Background: an optimization exercise with open tools, aiming at small area, a short achievable clock period and few clock cycles per item. Do not read the settings as production practice.
At most, simulation tests tie the RTL to the original design; equivalence was not proved.
Power figures rest on the tool's default switching activity, not on a simulated workload.

Design multiplier, start of the top module:
module multiplier(
  output [63:0] prod,
  output busy,
  input [31:0] mc,
  input [31:0] mp,
  input clk,
  input rst,
  input start);
For scale: roughly 1300 cells after synthesis, roughly 160 flip-flops.
clock: 4.0 ns
lec_check: 0
cap_margin: 20
core_margin: 2
core_utilization: 40
slew_margin: 20
run.sh (not shown) runs the stock make flow with config.mk's settings and CLKGATE_MAP_FILE= SYNTH_SCRIPT=/design/flow/synth_recipe.tcl, a recipe that flattens the netlist after the stock synthesis.
Change:
--- a/flow/design.v
+++ b/flow/design.v
@@ -1,47 +1,48 @@
 module multiplier(
   output [63:0] prod,
   output busy,
   input [31:0] mc,
   input [31:0] mp,
   input clk,
   input rst,
   input start);
 reg [31:0] M, Q, S, C;
 reg [7:0] Ls, Lc;
 reg t, cl, busy_r;
-reg [2:0] cnt;
+reg [1:0] cnt;
 reg [3:0] d_one, d_two, d_neg;
-wire fin = busy_r & cnt[2];
-wire it = busy_r & ~cnt[2];
+wire fin = busy_r & (cnt == 2'd3);
+wire it = start | (busy_r & ~fin);
 function [11:0] dec;
   input [8:0] b;
   integer k;
   reg [3:0] o, w, n;
   begin
     for (k = 0; k < 4; k = k + 1) begin
       o[k] = b[2*k+1] ^ b[2*k];
       w[k] = (b[2*k+2] & ~b[2*k+1] & ~b[2*k]) | (~b[2*k+2] & b[2*k+1] & b[2*k]);
       n[k] = b[2*k+2] & ~(b[2*k+1] & b[2*k]);
     end
     dec = {n, w, o};
   end
 endfunction
-wire [11:0] decn = dec(start ? {mp[7:0], 1'b0} : Q[15:7]);
-wire [31:0] Me = M;
-wire [3:0] oe = d_one;
-wire [3:0] we = d_two;
-wire [3:0] ne = d_neg;
-wire [31:0] Se = S;
-wire [31:0] Ce = C;
-wire te = t;
+wire [11:0] dec0 = dec({mp[7:0], 1'b0});
+wire [11:0] decn = dec(start ? mp[15:7] : Q[15:7]);
+wire [31:0] Me = start ? mc : M;
+wire [3:0] oe = start ? dec0[3:0] : d_one;
+wire [3:0] we = start ? dec0[7:4] : d_two;
+wire [3:0] ne = start ? dec0[11:8] : d_neg;
+wire [31:0] Se = start ? 32'd0 : S;
+wire [31:0] Ce = start ? 32'd0 : C;
+wire te = start | t;
 wire [32:0] Mx = {Me[31], Me};
 wire [33:0] Mx2 = {Mx, 1'b0};
 wire [32:0] x0 = ({33{oe[0]}} & Mx) | ({33{we[0]}} & Mx2[32:0]);
 wire [32:0] p0 = x0 ^ {33{ne[0]}};
 wire [33:0] pp0 = {~p0[32], p0};
 wire [32:0] x1 = ({33{oe[1]}} & Mx) | ({33{we[1]}} & Mx2[32:0]);
 wire [32:0] p1 = x1 ^ {33{ne[1]}};
 wire [33:0] pp1 = {~p1[32], p1};
 wire [32:0] x2 = ({33{oe[2]}} & Mx) | ({33{we[2]}} & Mx2[32:0]);
 wire [32:0] p2 = x2 ^ {33{ne[2]}};
 wire [33:0] pp2 = {~p2[32], p2};
@@ -315,28 +316,28 @@
 wire hs265 = 1'b1 ^ pp3[32];
 wire hc266 = 1'b1 & pp3[32];
 wire [40:0] R0 = {1'b0, pp3[33], hs265, hc262, hs261, fs257, hc248, hc240, fs237, fc224, fc216, fc208, fc200, fc192, fc184, fc176, fc168, fc160, fc152, fc144, fc136, fc128, fc120, fc112, fc104, fc96, fc88, fc80, fc72, fc64, fc56, fc48, fc40, fc32, fc24, fc18, fc12, fc8, fc4, fc2, pp0[0]};
 wire [40:0] R1 = {1'b0, hc266, fc264, fs263, fc258, fc254, fs253, hs247, hs239, fs231, fs223, fs215, fs207, fs199, fs191, fs183, fs175, fs167, fs159, fs151, fs143, fs135, fs127, fs119, fs111, fs103, fs95, fs87, fs79, fs71, fs63, fs55, fs47, fs39, fs31, fs23, fs17, fs11, fs7, fs3, fs1};
 wire [40:0] Fx = {S, Ls, 1'b1} + {C, Lc, cl};
 wire [39:0] F = Fx[40:1];
 wire c8 = F[8] ^ S[0] ^ C[0];
 always @(posedge clk) begin
   if (rst) busy_r <= 1'b0;
   else if (start) busy_r <= 1'b1;
   else if (fin) busy_r <= 1'b0;
-  cnt <= start ? 3'd0 : cnt + 3'd1;
-  if (start) M <= mc;
-  if (start) Q <= mp;
+  cnt <= start ? 2'd0 : cnt + 2'd1;
+  M <= Me;
+  if (start) Q <= {8'd0, mp[31:8]};
   else if (busy_r) Q <= {F[7:0], Q[31:8]};
   d_one <= decn[3:0];
   d_two <= decn[7:4];
   d_neg <= decn[11:8];
-  S <= it ? R0[39:8] : (F[39:8] & {32{~start}});
+  S <= it ? R0[39:8] : F[39:8];
   C <= it ? R1[39:8] : 32'd0;
-  t <= it ? (R0[40] | R1[40]) : 1'b1;
-  Ls <= it ? R0[7:0] : 8'd0;
+  t <= R0[40] | R1[40];
+  Ls <= R0[7:0];
   Lc <= it ? R1[7:0] : 8'd0;
-  cl <= it & c8;
+  cl <= busy_r & ~fin & c8;
 end
 assign busy = busy_r;
 assign prod = {S, Q};
 endmodule
What happened:
- total power increases by 20%
- critical path depth grows by 5
- sequential share of layout area decreases by 4.0 points
- sequential power rose by about 3%
- area after synthesis rose by 0.46%
- clock power increases by about 3%
- via count rose by about 2.5%
- clock-buffer cell count rose by 1
- first-iteration DRC count stays flat
- design area grows by 5.1%
- synthesized cell count increases by about 2%
Testbench counts after the change, summed over its fixed seeds: cycles 16,000, items 3,200.
No functional check of the RTL was part of the first run of this note.

==> static timing again, ports no longer ideal <==
The results above use ideal ports. As a check the final layouts listed here were re-extracted and re-timed, cells and wires unchanged.
Step 1 assumes that a clkbuf_16 drives the clock port and a buf_2 every other input.
Step 2 times the ports against the registers' clock, not the clock port: input delays grow and output delays shrink by t, the midpoint of the rising clock arrivals with the driver on.
Slacks: no drivers / after step 1 / after step 2; pairs: no drivers / after step 1.
run	shift t [ns]	setup WS [ns]	worst setup path at the end	worst slew at a driven data input, ns	pins driven straight from the clock port
the first run	0.486	0.925 / 0.925 / 0.925	register to register	0.06	1
the second run	0.496	0.073 / 0.103 / -0.393	input to register	0.08	1
With both steps, setup timing fails in the second run, where it was met with ideal ports. The setup slack of the second run, which loses most, moves by +0.030 ns with the drivers and by -0.466 ns with both steps.
